This is an optimization exercise on Yosys and OpenROAD, whose aim is a short achievable clock period and few clock cycles, not a production implementation. The RTL was checked by simulation tests, not by an equivalence proof against the original design. Power figures rest on the tool's default switching activity, not on a simulated workload.

--- flow/config.mk ---
export PLATFORM = sky130hd
export DESIGN_NAME = Mips
export DESIGN_NICKNAME = Mips
export VERILOG_FILES = /design/flow/design.v
export SDC_FILE = /design/flow/constraint.sdc
export NUM_CORES = 8
export LEC_CHECK = 0
export CAP_MARGIN = 20
export CORE_MARGIN = 2
export CORE_UTILIZATION = 40
export SLEW_MARGIN = 40
--- flow/constraint.sdc ---
create_clock -name core_clock -period 15.0 [get_ports {clk}]
set_input_delay 3.0000 -clock core_clock [delete_from_list [all_inputs] [get_ports {clk}]]
set_output_delay 3.0000 -clock core_clock [all_outputs]
set_load 0.01 [all_outputs]
--- flow/design.v ---
module ALU(
  input[31:0] in1,
  input[31:0] in2,
  input[3:0] cmd,
  output reg[31:0] result
);
  parameter [3:0] NOP = 4'bxxxx,
                  ADD = 4'b0000,
                  SUB = 4'b0010,
                  AND = 4'b0100,
                  OR = 4'b0101,
                  NOR = 4'b0110,
                  XOR = 4'b0111,
                  SLA = 4'b1000,
                  SLL = 4'b1000,
                  SRA = 4'b1001,
                  SRL = 4'b1010,
                  ADDI = 4'b0000,
                  SUBI = 4'b0010,
                  LD = 4'b0000,
                  ST = 4'b0000,
                  BEZ = 4'bxxxx,
                  BNE = 4'bxxxx,
                  JMP = 4'bxxxx;
always @(*) begin
  case(cmd)
   ADD: result <= in1 + in2;
   SUB: result <= in1 - in2;
   AND: result <= in1 & in2;
   OR: result <= in1 | in2;
   NOR: result <= ~(in1 | in2);
   XOR: result <= in1 ^ in2;
   SLA: result <= in1 <<< in2;
   SLL: result <= in1 << in2;
   SRA: result <= $signed(in1) >>> in2;
   SRL: result <= in1 >> in2;
   default: result <= 32'b0;
  endcase
end
endmodule
module Addr_Map(
  input[31:0] ALU_result_in,
  output[31:0] mapped_addr
);
assign mapped_addr = ALU_result_in - 32'd1024;
endmodule
module CalcJumpDest (
  input[31:0] val2,
  input[31:0] PC,
  output[31:0] Br_Addr
  );
  assign Br_Addr = val2 * 4 + PC + 4;
endmodule
module ConditionCheck(
  	input[31:0] val1,
    input[31:0] val_src2,
    input[1:0] Br_type,
    output reg Br_taken
  );
parameter [1:0] BEZ = 2'b01,
                BNE = 2'b10,
                JMP = 2'b11,
                IDLE = 2'b00;
always @(val1, val_src2, Br_type) begin
	Br_taken <= 1'b0;
	case (Br_type)
		BEZ: if(val1 == 32'b0) Br_taken <= 1'b1;
		BNE: if(val1 != val_src2) Br_taken <= 1'b1;
		JMP: Br_taken <= 1'b1;
		IDLE: Br_taken <= 1'b0;
  endcase
end
endmodule
module Control_Unit(
	input[5:0] opcode,
	output reg[3:0] Exe_Cmd,
	output reg mem_read,
	output reg mem_write,
	output reg WB_Enable,
	output reg is_immediate,
	output reg [1:0] Branch_Type
);
parameter [5:0] NOP = 6'd0,
					 ADD = 6'd1,
					 SUB = 6'd3,
					 AND = 6'd5,
					 OR = 6'd6,
					 NOR = 6'd7,
					 XOR = 6'd8,
					 SLA = 6'd9,
					 SLL = 6'd10,
					 SRA = 6'd11,
					 SRL = 6'd12,
					 ADDI = 6'd32,
					 SUBI = 6'd33,
					 LD = 6'd36,
					 ST = 6'd37,
					 BEZ = 6'd40,
					 BNE = 6'd41,
					 JMP = 6'd42;
always @(opcode) begin
	{ Exe_Cmd, mem_read, mem_write, WB_Enable, is_immediate, Branch_Type } <= 10'b0;
	case(opcode)
		NOP:  { Exe_Cmd, mem_read, mem_write, WB_Enable, is_immediate, Branch_Type } <= 10'b0000000000;
		ADD:  { Exe_Cmd, mem_read, mem_write, WB_Enable, is_immediate, Branch_Type } <= 10'b0000001000;
		SUB:  { Exe_Cmd, mem_read, mem_write, WB_Enable, is_immediate, Branch_Type } <= 10'b0010001000;
		AND:  { Exe_Cmd, mem_read, mem_write, WB_Enable, is_immediate, Branch_Type } <= 10'b0100001000;
		OR:   { Exe_Cmd, mem_read, mem_write, WB_Enable, is_immediate, Branch_Type } <= 10'b0101001000;
		NOR:  { Exe_Cmd, mem_read, mem_write, WB_Enable, is_immediate, Branch_Type } <= 10'b0110001000;
		XOR:  { Exe_Cmd, mem_read, mem_write, WB_Enable, is_immediate, Branch_Type } <= 10'b0111001000;
		SLA:  { Exe_Cmd, mem_read, mem_write, WB_Enable, is_immediate, Branch_Type } <= 10'b1000001000;
		SLL:  { Exe_Cmd, mem_read, mem_write, WB_Enable, is_immediate, Branch_Type } <= 10'b1000001000;
		SRA:  { Exe_Cmd, mem_read, mem_write, WB_Enable, is_immediate, Branch_Type } <= 10'b1001001000;
		SRL:  { Exe_Cmd, mem_read, mem_write, WB_Enable, is_immediate, Branch_Type } <= 10'b1010001000;
		ADDI: { Exe_Cmd, mem_read, mem_write, WB_Enable, is_immediate, Branch_Type } <= 10'b0000001100;
		SUBI: { Exe_Cmd, mem_read, mem_write, WB_Enable, is_immediate, Branch_Type } <= 10'b0010001100;
		LD:   { Exe_Cmd, mem_read, mem_write, WB_Enable, is_immediate, Branch_Type } <= 10'b0000101100;
		ST:   { Exe_Cmd, mem_read, mem_write, WB_Enable, is_immediate, Branch_Type } <= 10'b0000010100;
		BEZ:  { Exe_Cmd, mem_read, mem_write, WB_Enable, is_immediate, Branch_Type } <= 10'b0000000101;
		BNE:  { Exe_Cmd, mem_read, mem_write, WB_Enable, is_immediate, Branch_Type } <= 10'b0000000110;
		JMP:  { Exe_Cmd, mem_read, mem_write, WB_Enable, is_immediate, Branch_Type } <= 10'b0000000111;
	endcase
end
endmodule
module EXE_Stage(
	input clk,
	input[3:0] EXE_CMD,
	input[31:0] val1,
	input[31:0] val2,
	input[31:0] val_src2,
	input[31:0] PC,
	input[1:0] Br_type,
	input[1:0] sel1,
	input[1:0] sel2,
  input[1:0] sel3,
	input[31:0] MEM_ALU_Result,
	input[31:0] Write_Value,
	output[31:0] ALU_result,
	output[31:0] ST_val,
	output[31:0] Br_Addr,
	output Br_taken
);
wire[31:0] Val1, Val2, Src2_Val;
assign Val1 = (sel1 == 2'b00) ? val1 :
							(sel1 == 2'b01) ? MEM_ALU_Result : Write_Value;
assign Val2 = (sel2 == 2'b00) ? val2 :
 							(sel2 == 2'b01) ? MEM_ALU_Result : Write_Value;
assign Src2_Val = (sel3 == 2'b00) ? val_src2 :
									(sel3 == 2'b01) ? MEM_ALU_Result : Write_Value;
assign ST_val = Src2_Val;
ALU alu( Val1, Val2, EXE_CMD, ALU_result);
ConditionCheck CC( Val1, Src2_Val, Br_type, Br_taken);
CalcJumpDest CJD( Val2, PC, Br_Addr);
endmodule
module EXE_Stage_reg(
	input clk,
	input rst,
	input WB_en_in,
	input MEM_R_EN_in,
	input MEM_W_EN_in,
	input[31:0] PC_in,
	input[31:0] ALU_result_in,
	input[31:0] ST_val_in,
	input[4:0] Dest_in,
	input Freeze,
	output reg WB_en,
	output reg MEM_R_EN,
	output reg MEM_W_EN,
	output reg[31:0] PC,
	output reg[31:0] ALU_result,
	output reg[31:0] ST_val,
	output reg[4:0] Dest
);
always @(posedge clk, posedge rst) begin
	if(rst) begin
		WB_en <= 0;
		MEM_R_EN <= 0;
		MEM_W_EN <= 0;
		PC <= 0;
		ALU_result <= 0;
		ST_val <= 0;
		Dest <= 0;
	end
	else if (Freeze == 0) begin
		WB_en <= WB_en_in;
		MEM_R_EN <= MEM_R_EN_in;
		MEM_W_EN <= MEM_W_EN_in;
		PC <= PC_in;
		ALU_result <= ALU_result_in;
		ST_val <= ST_val_in;
		Dest <= Dest_in;
	end
end
endmodule
module Forward_Unit(
  input [4:0] src1,
  input [4:0] src2,
  input [4:0] Exe_Dest,
  input [4:0] Mem_Dest,
  input Mem_WB_EN,
  input [4:0] WB_Dest,
  input WB_WB_EN,
  input forward_en,
  input is_immediate,
  input MEM_W_EN,
  input [1:0] Branch_Type,
  output reg[1:0] sel1,
  output reg[1:0] sel2,
  output reg[1:0] sel3
);
always @ ( * ) begin
  sel1 <= 2'b00;
  sel2 <= 2'b00;
  sel3 <= 2'b00;
  if(forward_en) begin
    if((src1 == Mem_Dest && Mem_WB_EN && Mem_Dest != 0))
      sel1 <= 2'b01;
    else if (src1 == WB_Dest && WB_WB_EN && WB_Dest != 0)
      sel1 <= 2'b10;
    if (is_immediate == 0) begin
      if ((src2 == Mem_Dest && Mem_WB_EN && Mem_Dest != 0))
        sel2 <= 2'b01;
      else if ((src2 == WB_Dest && WB_WB_EN && WB_Dest != 0))
        sel2 <= 2'b10;
    end
    if((Exe_Dest == Mem_Dest && Mem_WB_EN && Mem_Dest != 0))
      sel3 <= 2'b01;
    else if (Exe_Dest == WB_Dest && WB_WB_EN && WB_Dest != 0)
      sel3 <= 2'b10;
  end
end
endmodule
module Hazard_Detection_Unit(
  input [4:0]src1,
  input [4:0]src2,
  input [4:0]Exe_Dest,
  input Exe_WB_EN,
  input [4:0]Mem_Dest,
  input Mem_WB_EN,
  input is_immediate,
  input MEM_R_EN,
  input MEM_W_EN,
  input [1:0] Branch_Type,
  input forward_en,
  output reg hazard_detected
);
always @ ( * ) begin
  hazard_detected <= 1'b0;
  if(forward_en == 1'b0) begin
    if((src1 == Exe_Dest && Exe_WB_EN && Exe_Dest != 0) || (src1 == Mem_Dest && Mem_WB_EN && Mem_Dest != 0))
      hazard_detected <= 1'b1;
    else if ((src2 == Exe_Dest && (!is_immediate || (is_immediate && (MEM_W_EN || (Branch_Type == 2'b10)))) && Exe_WB_EN && Exe_Dest != 0) || (src2 == Mem_Dest && (!is_immediate || (is_immediate && (MEM_W_EN || (Branch_Type == 2'b10)))) && Mem_WB_EN && Mem_Dest != 0))
      hazard_detected <= 1'b1;
  end
  if (((src2 == Exe_Dest && MEM_R_EN) && Exe_WB_EN && Exe_Dest != 0) || ((src2 == Mem_Dest && MEM_R_EN) && Mem_WB_EN && Mem_Dest != 0))
    hazard_detected <= 1'b1;
  if (((src1 == Exe_Dest && MEM_R_EN) && Exe_WB_EN && Exe_Dest != 0) || ((src1 == Mem_Dest && MEM_R_EN) && Mem_WB_EN && Mem_Dest != 0))
    hazard_detected <= 1'b1;
end
endmodule
module ID_Stage(
	input clk,
	input rst,
	input[31:0] Instruction,
	input WB_Write_Enable,
	input[4:0] WB_Dest,
	input[31:0] WB_Data,
	input Freeze,
	output[4:0] Dest,
	output[31:0] Reg2,
	output[31:0] Val2,
	output[31:0] Val1,
	output[3:0] EXE_CMD,
	output MEM_R_EN,
	output MEM_W_EN,
	output WB_EN,
	output[1:0] Branch_Type,
	output Is_Immediate,
	output MEM_W_EN2,
	output[1:0] Branch_Type2,
	output[4:0] src1,
	output[4:0] src2
);
wire is_immediate;
wire[31:0] reg2;
wire[31:0] sign_extended_immediate;
wire[3:0] exe_cmd;
wire mem_r_en, mem_w_en, wb_en;
wire[1:0] branch_type;
assign Val2 = is_immediate ? sign_extended_immediate : reg2;
assign Dest = is_immediate ? Instruction[20:16] : Instruction[15:11];
assign Reg2 = reg2;
assign EXE_CMD = Freeze ? 0 : exe_cmd;
assign MEM_R_EN = Freeze ? 0 : mem_r_en;
assign MEM_W_EN = Freeze ? 0 : mem_w_en;
assign WB_EN = Freeze ? 0 : wb_en;
assign Branch_Type = Freeze ? 0 : branch_type;
assign Is_Immediate = is_immediate;
assign MEM_W_EN2 = mem_w_en;
assign Branch_Type2 = branch_type;
assign src1 = Instruction[25:21];
assign src2 = Instruction[20:16];
Control_Unit cu(Instruction[31:26], exe_cmd, mem_r_en, mem_w_en, wb_en, is_immediate, branch_type);
Registers_File rf(clk, rst, Instruction[25:21], Instruction[20:16], WB_Dest, WB_Data, WB_Write_Enable, Val1, reg2);
Sign_Extend se(Instruction[15:0], sign_extended_immediate);
endmodule
module ID_Stage_reg(
	input clk,
	input rst,
	input Flush,
	input[4:0] Dest_in,
	input[31:0] Reg2_in,
	input[31:0] Val2_in,
	input[31:0] Val1_in,
	input[31:0] PC_in,
	input[3:0] EXE_CMD_in,
	input MEM_R_EN_in,
	input MEM_W_EN_in,
	input WB_EN_in,
	input[1:0] Branch_Type_in,
	input is_imm_in,
	input[4:0] src1_in,
	input[4:0] src2_in,
	input Freeze,
	output reg[4:0] Dest,
	output reg[31:0] Reg2,
	output reg[31:0] Val2,
	output reg[31:0] Val1,
	output reg[31:0] PC_out,
	output reg[3:0] EXE_CMD,
	output reg MEM_R_EN,
	output reg MEM_W_EN,
	output reg WB_EN,
	output reg[1:0] Branch_Type,
	output reg is_imm,
	output reg[4:0] src1,
	output reg[4:0] src2
);
always @(posedge clk) begin
	if (rst || Flush) begin
		Dest <= 5'b0;
		Reg2 <= 32'b0;
		Val2 <= 32'b0;
		Val1 <= 32'b0;
		PC_out <= 32'b0;
		EXE_CMD <= 4'b0;
		MEM_R_EN <= 1'b0;
		MEM_W_EN <= 1'b0;
		WB_EN <= 1'b0;
		Branch_Type <= 2'b0;
		is_imm <= 1'b0;
		src1 <= 5'b0;
		src2 <= 5'b0;
	end
	else if (Freeze == 0) begin
		Dest <= Dest_in;
		Reg2 <= Reg2_in;
		Val2 <= Val2_in;
		Val1 <= Val1_in;
		PC_out <= PC_in;
		EXE_CMD <= EXE_CMD_in;
		MEM_R_EN <= MEM_R_EN_in;
		MEM_W_EN <= MEM_W_EN_in;
		WB_EN <= WB_EN_in;
		Branch_Type <= Branch_Type_in;
		is_imm <= is_imm_in;
		src1 <= src1_in;
		src2 <= src2_in;
	end
end
endmodule
module IF_Stage(
	input clk,
	input rst,
	input Br_taken,
	input[31:0] Br_Addr,
	input Freeze,
	output[31:0] PC,
	output[31:0] Instruction,
	output[31:0] imem_addr,
	input[31:0] imem_data
);
reg[31:0] pc;
wire[31:0] pc_next;
assign pc_next = rst ? 32'b0 :
                 (Freeze == 0) ? (Br_taken ? Br_Addr : pc + 32'd4) : pc;
always @(posedge clk)begin
	pc <= pc_next;
end
assign PC = pc;
assign imem_addr = pc_next;
assign Instruction = imem_data;
endmodule
module IF_Stage_reg(
	input clk,
	input rst,
	input Flush,
	input[31:0] PC_in,
	input[31:0] Instruction_in,
	input Freeze,
	output reg[31:0] PC,
	output reg[31:0] Instruction
);
always @(posedge clk) begin
	if (rst || Flush) begin
		PC <= 32'b0;
		Instruction <= 32'b0;
	end
	else if (Freeze == 0) begin
		PC <= PC_in;
		Instruction <= Instruction_in;
	end
end
endmodule
module MEM_Stage(
  input clk,
  input rst,
  input MEM_R_EN_in,
  input MEM_W_EN_in,
  input[31:0] ALU_result_in,
  input[31:0] ST_val,
  output[31:0] Mem_read_value,
  output ready,
  input[15:0] SRAM_RDATA,
  output[17:0] SRAM_ADDR,
  output[15:0] SRAM_WDATA,
  output SRAM_WE_N
);
wire[31:0] mapped_addr;
wire[31:0] sram_address;
wire[31:0] sram_wdata;
wire[63:0] sram_rdata;
wire sram_ready, cache_hit;
Addr_Map addr_map(.ALU_result_in(ALU_result_in), .mapped_addr(mapped_addr));
cache_controller cache_ctrl(.clk(clk), .rst(rst), .address(mapped_addr), .wdata(ST_val),
                       .MEM_R_EN(MEM_R_EN_in), .MEM_W_EN(MEM_W_EN_in), .rdata(Mem_read_value),
                       .ready(ready), .cache_hit(cache_hit), .sram_address(sram_address), .sram_wdata(sram_wdata), .sram_rdata(sram_rdata),
                       .sram_ready(sram_ready));
Sram_Controller sram_controller(.clk(clk), .rst(rst), .wr_en(MEM_W_EN_in), .rd_en(MEM_R_EN_in),
                       .address(sram_address), .writeData(sram_wdata), .cache_hit(cache_hit), .readData(sram_rdata),
                       .ready(sram_ready), .SRAM_RDATA(SRAM_RDATA), .SRAM_ADDR(SRAM_ADDR),
                       .SRAM_WDATA(SRAM_WDATA), .SRAM_WE_N(SRAM_WE_N));
endmodule
module MEM_Stage_reg(
	input clk,
	input rst,
	input WB_en_in,
	input MEM_R_EN_in,
	input[31:0] ALU_result_in,
	input[31:0] Mem_read_value_in,
	input[4:0] Dest_in,
	input Freeze,
	output reg WB_en,
	output reg MEM_R_EN,
	output reg[31:0] ALU_result,
	output reg[31:0] Mem_read_value,
	output reg[4:0] Dest
);
always @(posedge clk, posedge rst) begin
	if(rst) begin
		WB_en <= 0;
		MEM_R_EN <= 0;
		ALU_result <= 0;
		Mem_read_value <= 0;
		Dest <= 0;
	end
	else if (Freeze == 0) begin
		WB_en <= WB_en_in;
		MEM_R_EN <= MEM_R_EN_in;
		ALU_result <= ALU_result_in;
		Mem_read_value <= Mem_read_value_in;
		Dest <= Dest_in;
	end
end
endmodule
module Registers_File(
	input clk,
	input rst,
	input[4:0] src1,
	input[4:0] src2,
	input[4:0] dest,
	input[31:0] Write_Val,
	input Write_EN,
	output[31:0] reg1,
	output[31:0] reg2
);
reg[31:0] register[0:31];
integer i;
assign reg1 = register[src1];
assign reg2 = register[src2];
always @(negedge clk, posedge rst) begin
	if (rst)
		for(i = 0; i < 32; i = i + 1)
			register[i] <= 32'b0;
	else if ((Write_EN == 1) & (dest != 0))
		register[dest] <= Write_Val;
end
endmodule
module Sign_Extend(
  input[15:0] a,
  output[31:0] w
);
assign w = a[15] ? {16'b1111111111111111, a} : {16'b0, a};
endmodule
module Sram_Controller(
  input clk,
  input rst,
  input wr_en,
  input rd_en,
  input[31:0] address,
  input[31:0] writeData,
  input cache_hit,
  output[63:0] readData,
  output ready,
  input[15:0] SRAM_RDATA,
  output[17:0] SRAM_ADDR,
  output[15:0] SRAM_WDATA,
  output SRAM_WE_N
  );
reg[2:0] counter;
reg[15:0] DQ;
reg[17:0] ADDR;
reg WE_N;
reg[63:0] rdata;
reg[2:0] counter_d;
reg[15:0] DQ_d;
reg[17:0] ADDR_d;
reg WE_N_d;
assign ready = (counter == 5) ? 1'b1 : 1'b0;
assign readData = (rd_en == 1) ? rdata : 0;
assign SRAM_ADDR = ADDR_d;
assign SRAM_WDATA = DQ_d;
assign SRAM_WE_N = WE_N_d;
always @(*) begin
  counter_d = counter;
  DQ_d = DQ;
  ADDR_d = ADDR;
  WE_N_d = WE_N;
  if(rst) begin
    WE_N_d = 1'b1;
    DQ_d = 16'b0;
    ADDR_d = 18'b0;
    counter_d = 3'd0 ;
  end
  if(rd_en == 1'b1 && cache_hit == 0) begin  
    if(counter == 3'd0)begin
      WE_N_d = 1'b1;
      DQ_d = 16'b0;
      ADDR_d = {address[17:3], 2'b00};
      counter_d = counter + 1;
    end
    else if(counter == 3'd1)begin
      WE_N_d = 1'b1;
      ADDR_d = {address[17:3], 2'b01};
      counter_d = counter + 1;
    end
    else if(counter == 3'd2)begin
      WE_N_d = 1'b1;
      ADDR_d = {address[17:3], 2'b10};
      counter_d = counter + 1;
    end
    else if(counter == 3'd3)begin
      WE_N_d = 1'b1;
      ADDR_d = {address[17:3], 2'b11};
      counter_d = counter + 1;
    end
    else if(counter == 3'd4)begin
      WE_N_d = 1'b1;
      counter_d = counter + 1;
    end
    else if(counter == 3'd5)begin
      WE_N_d = 1'b1;
      counter_d = 0;
    end
  end
  else if(wr_en == 1'b1 && cache_hit == 0) begin  
    if(counter == 3'd0)begin
      WE_N_d = 1'b0;
      DQ_d = writeData[15:0];  
      ADDR_d = {address[17:2], 1'b0};  
      counter_d = counter + 1;
    end
    else if(counter == 3'd1)  begin
      WE_N_d = 1'b0;
      DQ_d = writeData[31:16];  
      ADDR_d = {address[17:2], 1'b1};  
      counter_d = counter + 1;
    end
    else if(counter == 3'd2 || counter == 3'd3 || counter == 3'd4)  begin
      WE_N_d = 1'b1;
      counter_d = counter + 1;
    end
    else if(counter == 3'd5) begin
      WE_N_d = 1'b1;
      counter_d = 0;
    end
  end
end
always@(posedge clk) begin
  counter <= counter_d;
  DQ <= DQ_d;
  ADDR <= ADDR_d;
  WE_N <= WE_N_d;
  if(rd_en == 1'b1 && cache_hit == 0) begin
    if(counter == 3'd1) rdata[15:0] <= SRAM_RDATA;
    else if(counter == 3'd2) rdata[31:16] <= SRAM_RDATA;
    else if(counter == 3'd3) rdata[47:32] <= SRAM_RDATA;
    else if(counter == 3'd4) rdata[63:48] <= SRAM_RDATA;
  end
end
endmodule
module WB_Stage(
  input clk,
  input WB_en_in,
  input MEM_R_EN,
  input[31:0] ALU_result,
  input[31:0] Mem_read_value,
  input[4:0] Dest_in,
  output WB_en,
  output[31:0] Write_value,
  output[4:0] Dest
);
assign WB_en = WB_en_in;
assign Write_value = MEM_R_EN ? Mem_read_value : ALU_result;
assign Dest = Dest_in;
endmodule
module cache_controller(
  input clk,
  input rst,
  input [31:0] address,
  input [31:0] wdata,
  input MEM_R_EN,
  input MEM_W_EN,
  output [31:0] rdata,
  output ready,
  output cache_hit,
  output [31:0] sram_address,
  output [31:0] sram_wdata,
  input [63:0] sram_rdata,
  input sram_ready
);
reg[31:0] data_1h[0:63];
reg[31:0] data_1l[0:63];
reg[63:0] v_1;
reg[8:0] tag_1[0:63];
reg[31:0] data_0h[0:63];
reg[31:0] data_0l[0:63];
reg[63:0] v_0;
reg[8:0] tag_0[0:63];
reg[63:0] LRU;
wire hit, hit0, hit1;
assign hit0 = (address[17:9] == tag_0[address[8:3]]) && v_0[address[8:3]] && MEM_W_EN == 0;
assign hit1 = (address[17:9]  == tag_1[address[8:3]]) && v_1[address[8:3]]  && MEM_W_EN == 0;
assign hit = hit0 || hit1 || (MEM_R_EN == 0 && MEM_W_EN == 0);
assign ready = sram_ready || hit;
assign rdata = (hit0 && address[2] == 1) ? data_0h[address[8:3]] :
               (hit0 && address[2] == 0) ? data_0l[address[8:3]] :
               (hit1 && address[2] == 1) ? data_1h[address[8:3]] :
               (hit1 && address[2] == 0) ? data_1l[address[8:3]] :
               (address[2] == 1) ? sram_rdata[63:32] :
               sram_rdata[31:0];
assign sram_address = address;
assign sram_wdata = wdata;
assign cache_hit = hit;
integer i;
always @(posedge clk, posedge rst) begin
  if (rst) begin
  	 v_0 <= 0;
	 v_1 <= 0;
	 LRU <= 0;
  end
  else begin
    if (MEM_W_EN) begin
      if (tag_0[address[8:3]] == address[17:9] && v_0[address[8:3]] == 1)
        v_0[address[8:3]] <= 0;
      else if (tag_1[address[8:3]] == address[17:9] && v_1[address[8:3]] == 1)
        v_1[address[8:3]] <= 0;
    end
    else if (sram_ready) begin
      if (LRU[address[8:3]] == 0) begin
        v_0[address[8:3]] <= 1;
        tag_0[address[8:3]] <= address[17:9];
        data_0l[address[8:3]] <= sram_rdata[31:0];
        data_0h[address[8:3]] <= sram_rdata[63:32];
      end
      else if (LRU[address[8:3]] == 1) begin
        v_1[address[8:3]] <= 1;
        tag_1[address[8:3]] <= address[17:9];
        data_1l[address[8:3]] <= sram_rdata[31:0];
        data_1h[address[8:3]] <= sram_rdata[63:32];
      end
      LRU[address[8:3]] <= LRU[address[8:3]] + 1;
    end
  end
end
endmodule
module Mips(
	input clk,
	input rst,
	output[31:0] imem_addr,
	input[31:0] imem_data,
	output[17:0] SRAM_ADDR,
	output[15:0] SRAM_WDATA,
	input[15:0] SRAM_RDATA,
	output SRAM_WE_N
);
wire forward_en = 1'b1;
wire[31:0] pc_IF, pc_ID, pc_EXE, pc_MEM;
wire[31:0] pc_EXE1;
wire[31:0] pc_EXE2;
wire[31:0] pc_MEM1;
wire[31:0] pc_MEM2;
wire[31:0] pc_WB1;
wire[31:0] pc_WB2;
wire[31:0] instruction;
wire[31:0] instruction_out;
wire ID_WB_Write_Enable;
wire[4:0] ID_WB_Dest;
wire[31:0] ID_WB_Data;
wire[4:0] ID_Dest, EXE_Dest, MEM_Dest, WB_Dest;
wire[31:0] ID_Reg2, EXE_Reg2;
wire[31:0] ID_Val2, EXE_Val2;
wire[31:0] ID_Val1, EXE_Val1;
wire[3:0] ID_EXE_CMD, EXE_EXE_CMD;
wire ID_MEM_R_EN, EXE_MEM_R_EN, MEM_MEM_R_EN, WB_MEM_R_EN;
wire ID_MEM_W_EN, EXE_MEM_W_EN, MEM_MEM_W_EN;
wire ID_WB_EN, EXE_WB_EN, MEM_WB_EN, WB_WB_en;
wire[1:0] ID_Branch_Type, EXE_Branch_Type;
wire[31:0] EXE_ALU_result, MEM_ALU_result, WB_ALU_result;
wire[31:0] EXE_Br_Addr;
wire EXE_Br_taken;
wire[31:0] ST_val, EXE_ST_val;
wire[31:0] MEM_Mem_read_value, WB_Mem_read_value;
wire Freeze, is_immediate, is_immediate2, mem_w_en, ready;
wire[1:0] branch_type;
wire[1:0] sel1, sel2, sel3;
wire[4:0] ID_src1, ID_src2, EXE_src1, EXE_src2;
IF_Stage IF(.clk(clk), .rst(rst), .Br_taken(EXE_Br_taken) , .Br_Addr(EXE_Br_Addr), .Freeze(Freeze || ~ready),.PC(pc_IF), .Instruction(instruction),
				.imem_addr(imem_addr), .imem_data(imem_data));
IF_Stage_reg IF_reg(.clk(clk), .rst(rst), .Flush(EXE_Br_taken && ready), .PC_in(pc_IF), .Instruction_in(instruction), .Freeze(Freeze || ~ready), .PC(pc_ID), .Instruction(instruction_out));
Hazard_Detection_Unit hazard_detection(.src1(instruction_out[25:21]), .src2(instruction_out[20:16]), .Exe_Dest(EXE_Dest),
																		.Exe_WB_EN(EXE_WB_EN), .Mem_Dest(MEM_Dest), .Mem_WB_EN(MEM_WB_EN),
																		.is_immediate(is_immediate), .MEM_R_EN(EXE_MEM_R_EN), .MEM_W_EN(mem_w_en),
																		.Branch_Type(branch_type), .forward_en(forward_en), .hazard_detected(Freeze));
Forward_Unit forward_unit(.src1(EXE_src1), .src2(EXE_src2), .Exe_Dest(EXE_Dest), .Mem_Dest(MEM_Dest), .Mem_WB_EN(MEM_WB_EN),
													.WB_Dest(WB_Dest), .WB_WB_EN(WB_WB_en), .forward_en(forward_en), .is_immediate(is_immediate2),
													.MEM_W_EN(EXE_MEM_W_EN), .Branch_Type(EXE_Branch_Type),
													.sel1(sel1), .sel2(sel2), .sel3(sel3));
ID_Stage ID(.clk(clk), .rst(rst), .Instruction(instruction_out), .WB_Write_Enable(ID_WB_Write_Enable), .WB_Dest(ID_WB_Dest), .WB_Data(ID_WB_Data), .Freeze(Freeze),
				.Dest(ID_Dest), .Reg2(ID_Reg2), .Val2(ID_Val2), .Val1(ID_Val1), .EXE_CMD(ID_EXE_CMD), .MEM_R_EN(ID_MEM_R_EN), .MEM_W_EN(ID_MEM_W_EN),
				.WB_EN(ID_WB_EN), .Branch_Type(ID_Branch_Type), .Is_Immediate(is_immediate), .MEM_W_EN2(mem_w_en), .Branch_Type2(branch_type),
				.src1(ID_src1), .src2(ID_src2));
ID_Stage_reg ID_reg(.clk(clk), .rst(rst), .Flush(EXE_Br_taken && ready), .Dest_in(ID_Dest), .Reg2_in(ID_Reg2), .Val2_in(ID_Val2), .Val1_in(ID_Val1),
										.PC_in(pc_ID), .EXE_CMD_in(ID_EXE_CMD), .MEM_R_EN_in(ID_MEM_R_EN), .MEM_W_EN_in(ID_MEM_W_EN),
										.WB_EN_in(ID_WB_EN), .Branch_Type_in(ID_Branch_Type), .is_imm_in(is_immediate),
										.src1_in(ID_src1), .src2_in(ID_src2), .Freeze(~ready),
										.Dest(EXE_Dest), .Reg2(EXE_Reg2), .Val2(EXE_Val2), .Val1(EXE_Val1),
										.PC_out(pc_EXE), .EXE_CMD(EXE_EXE_CMD), .MEM_R_EN(EXE_MEM_R_EN), .MEM_W_EN(EXE_MEM_W_EN),
										.WB_EN(EXE_WB_EN), .Branch_Type(EXE_Branch_Type), .is_imm(is_immediate2), .src1(EXE_src1), .src2(EXE_src2));
EXE_Stage EXE(.clk(clk), .EXE_CMD(EXE_EXE_CMD), .val1(EXE_Val1), .val2(EXE_Val2), .val_src2(EXE_Reg2), .PC(pc_EXE),
				.Br_type(EXE_Branch_Type), .sel1(sel1), .sel2(sel2), .sel3(sel3), .MEM_ALU_Result(MEM_ALU_result), .Write_Value(ID_WB_Data),
				.ALU_result(EXE_ALU_result), .ST_val(EXE_ST_val), .Br_Addr(EXE_Br_Addr), .Br_taken(EXE_Br_taken));
EXE_Stage_reg EXE_reg(.clk(clk), .rst(rst), .WB_en_in(EXE_WB_EN),
											.MEM_R_EN_in(EXE_MEM_R_EN), .MEM_W_EN_in(EXE_MEM_W_EN),
											.PC_in(pc_EXE), .ALU_result_in(EXE_ALU_result),
											.ST_val_in(EXE_ST_val), .Dest_in(EXE_Dest), .Freeze(~ready),
											.WB_en(MEM_WB_EN),
											.MEM_R_EN(MEM_MEM_R_EN), .MEM_W_EN(MEM_MEM_W_EN), .PC(pc_MEM),
											.ALU_result(MEM_ALU_result), .ST_val(ST_val), .Dest(MEM_Dest));
MEM_Stage MEM(.clk(clk), .rst(rst), .MEM_R_EN_in(MEM_MEM_R_EN),
							.MEM_W_EN_in(MEM_MEM_W_EN), .ALU_result_in(MEM_ALU_result),
							.ST_val(ST_val), .Mem_read_value(MEM_Mem_read_value),
							.ready(ready), .SRAM_RDATA(SRAM_RDATA), .SRAM_ADDR(SRAM_ADDR),
							.SRAM_WDATA(SRAM_WDATA), .SRAM_WE_N(SRAM_WE_N));
MEM_Stage_reg MEM_reg(.clk(clk), .rst(rst), .WB_en_in(MEM_WB_EN),
										  .MEM_R_EN_in(MEM_MEM_R_EN), .ALU_result_in(MEM_ALU_result),
											.Mem_read_value_in(MEM_Mem_read_value), .Dest_in(MEM_Dest), .Freeze(~ready),
											.WB_en(WB_WB_en), .MEM_R_EN(WB_MEM_R_EN),
											.ALU_result(WB_ALU_result), .Mem_read_value(WB_Mem_read_value),
											.Dest(WB_Dest));
WB_Stage WB(.clk(clk), .WB_en_in(WB_WB_en), .MEM_R_EN(WB_MEM_R_EN),
						.ALU_result(WB_ALU_result), .Mem_read_value(WB_Mem_read_value),
						.Dest_in(WB_Dest), .WB_en(ID_WB_Write_Enable),
						.Write_value(ID_WB_Data), .Dest(ID_WB_Dest));
endmodule
--- flow/run.sh ---
#!/bin/bash
# synth_recipe.tcl (not shown) runs the flow's synth.tcl, then flattens the netlist and writes it again
# the make line also repeats each setting of config.mk as NAME=value (left out here)
make -C /OpenROAD-flow-scripts/flow DESIGN_CONFIG=/design/flow/config.mk WORK_HOME=/design/flow/orfs CLKGATE_MAP_FILE= SYNTH_SCRIPT=/design/flow/synth_recipe.tcl finish
==> qor.yml <==
drt-pass1-iter-count: 10
hold_viol: 0
die_y_microns: 1039
cp-end-kind: "output pin"
setup_viol: 0
peakVddDrop_v: 0.0002152
synth_mux_area_share_pct: 1.677
synth_compound_area_share_pct: 13.78
cts_resized: 0
synth_area_sq_um: 428300
placed_area_sq_um: 456700
power_density_nw_per_um2: 180.1
yosys.area.top_type: "edfxtp_1"
final.min_clock_period_ps: 13520
cts_setup_buffers: 0
yosys.area_share.simple_pct: 6.401
grt_max_degree: 144
cts.sinks: 11054
rows: 380
synth_edf_count: 9408
cp-start-kind: "flip-flop"
track_usage_pct: 37.06
n_fill_cell: 91184
ys_types: 112
synth_top_area_share_pct: 65.96
cts.path.max_buffers: 5
syn_inst: 28121
yosys_warnings: 20
cp_slowest_stage_delay_ps: 710
wl_per_cell_microns: 47.23
hold_class: "reg2reg"
grt_pass1_wl_microns: 2708000
required_ps: 12000
ys_seq_area_share_pct: 75.24
dieArea_sq_um: 1079000
area_growth_pct: 15.63
antenna_left: 0
synth_area_leaders: "edfxtp_1 66%, a22oi_1 7.6%, dfrtn_1 6.0%"
layout_commonest_cell: "edfxtp_1"
htree_levels: 7
crit_top_cell: "buf_4"
wl_met3_microns: 359700
antenna_found_initial: 170
synthArstFlopShare_pct: 12.29
drt_iter0_drc: 73471
io_buffers: 116
wl_met1_microns: 661300
critPathTopFamily: "buffers and inverters"
final_cell_mix: "9408 x edfxtp_1, 4321 x a22oi_1, 1593 x nand2_1"
fmax_mhz: 73.94
synth_top_family_by_area: "compound AO/OA/AOI/OAI gates"
cp_num_buf_inv: 7
drc_errors: 0
met2_length_microns: 854400
initial_core_util_pct: 40.07
fin_skew_ps: 186.4
fin_crit_sh_pct: 90.16
ctsHoldBuffers: 0
clk_latency_ps: 1310
core_area_sq_um: 1069000
grt_pass1_vias: 289664
via_per_inst: 7.305
crit_type: "reg2out"
path_max_fanout: 46
stdcell_area_sq_um: 495300
num_vias: 320537
fp.dieW_microns: 1039
routabilityCongestion: 0.9748
drv_slew: 0
cts_buffers: 1150
drive_gt1_share_pct: 13.13
slowest_stage: "dfrtp_4"
highest_layer: "met5"
total_leakage_power_nw: 164.0
slew_headroom_pct: 26.10
tritoncts: "done"
synthFlopType: "edfxtp_1"
syn-num-nets: 28341
ioPinCount: 117
nNetsFinal: 28849
worstPathCellList: "inv_1, ha_2, buf_4, nand3b_1, nor2_4, buf_4, buf_4, a22oi_1, and4_1, a41oi_1, xnor2_1, nand4_1, or4b_1, buf_6, a31o_4, buf_4, or4_1, a41oi_1, clkdlybuf4s50_1"
wl_microns: 2073000
p_total_mw: 89.20
ys_seq_elements: 11054
hpwl_microns: 1123000
synth-xor-area-share_pct: 0.3885
grt.overflow.total: 0
arrival_ps: 10520
clkSlewWorstSetupHoldPaths_ps: 60
drv_cap: 0
cts_root_buf: "clkbuf_16"
run_status: "no timing/DRC/antenna violations"
worst_pin_slew_ps: 1078
syn_area_per_cell_sq_um: 15.23
yosys.area_share.adder_pct: 0.5001
rsz0062_at_grt: "no"
where the power goes:
group	internal, mW	leakage [nW]	switching, mW
combinational	6.11	41.1	18.2
sequential	34.9	105	1.24
clock	16.0	18.0	12.8
total	57.0	164	32.2
cell families (layout without fill, tap and decap cells):
family,Yosys count,count (layout)
other,0,210
buffers and inverters,2215,3631
AO/OA/AOI/OAI,8225,8225
multiplexers,576,576
XOR/XNOR,190,190
flip-flops,11054,11054
AND/OR/NAND/NOR,5691,5691
adder cells (fa/ha/maj),170,170
path summary, 6_finish.rpt:
path	start	endpoint	slack, ps	depth (start not counted)
min reg2reg	ID.rf.register[0][2]$_DFFE_NP0P_	ID.rf.register[0][2]$_DFFE_NP0P_	350	0
max reg2reg	MEM_reg.Dest[4]$_DFFE_PP0P_	ID.rf.register[7][16]$_DFFE_NP0P_	3910	7
max	EXE_reg.ALU_result[3]$_DFFE_PP0P_	imem_addr[24]	1480	19
max in group asynchronous	rst	ID.rf.register[7][13]$_DFFE_NP0P_	3320	6
min	ID.rf.register[0][2]$_DFFE_NP0P_	ID.rf.register[0][2]$_DFFE_NP0P_	350	0
min in group asynchronous	rst	MEM_reg.Dest[4]$_DFFE_PP0P_	2590	4
cell usage after synthesis, types with 183 or more instances:
cell / n
nand4_1: 859
dfrtn_1: 1024
a221oi_1: 463
edfxtp_1: 9408
buf_1: 480
nor2_1: 1318
a22oi_1: 4323
nor3_1: 465
a22o_1: 464
dfrtp_1: 335
dfxtp_1: 287
nand3_1: 551
a21oi_1: 1055
nor4_1: 222
and3_1: 230
o21ai_0: 861
mux2_2: 183
nand2_1: 1608
mux2i_1: 297
clkbuf_1: 1443
sequential cells by signal, indices dropped and copies added (netlist names), 16 cells and up, named ones only:
signal and flops:
MEM_reg.ALU_result 32, MEM.sram_controller.DQ 16, MEM.cache_ctrl.LRU 64, ID.rf.register 1024
EXE_reg.ALU_result 32, EXE_reg.ST_val 32, MEM.cache_ctrl.data_1l 2048, MEM.cache_ctrl.data_0l 2048
MEM_reg.Mem_read_value 32, IF.pc 32, IF_reg.Instruction 32, ID_reg.PC_out 32
IF_reg.PC 32, MEM.cache_ctrl.tag_0 576, ID_reg.Val1 32, MEM.sram_controller.rdata 64
MEM.cache_ctrl.data_1h 2048, MEM.sram_controller.ADDR 18, MEM.cache_ctrl.data_0h 2048, ID_reg.Reg2 32
MEM.cache_ctrl.tag_1 576, ID_reg.Val2 32
per-stage QoR:
stage                     util [%]  setup WS (ps)  cells  setup TNS [ps]  hold WS [ps]
after global placement       42.34           2902  41428               0         346.1
after floorplan                  -         -203.9  28121         -208820         412.8
final                        46.34           1476  43881               0         349.7
after CTS                    46.21           1723  43638               0         352.6
after global routing         46.30           1632  43737               0         363.9
after detailed placement     42.73           2347  41578               0         351.0
worst reg2reg max path, delay by kind of cell (launching register included):
kind	cells	cell delay, ps
buffers and inverters	3	1100
and+or+nand+nor	3	1370
AOI/OAI and AO/OA	1	210
DFF	1	570
metal layers:
metal	up-vias	track usage [%]
met1	160120	46.23
li1	114715	-
met3	9323	13.82
met2	36303	52.95
met5	-	0.05264
met4	76	26.99
area by class of cell:
cell class	instances	area (sq um)	area share, %
Sequential cell	11054	322300	65.08
Multi-Input combinational cell	14852	101000	20.40
Clock buffer	1445	30480	6.154
Tap cell	14134	17680	3.571
Timing Repair Buffer	1455	16050	3.241
Clock inverter	615	6703	1.353
Antenna cell	210	525.5	0.1061
Inverter	116	483.0	0.09752
Testbench counts, summed over its fixed seeds: cycles 117,590.
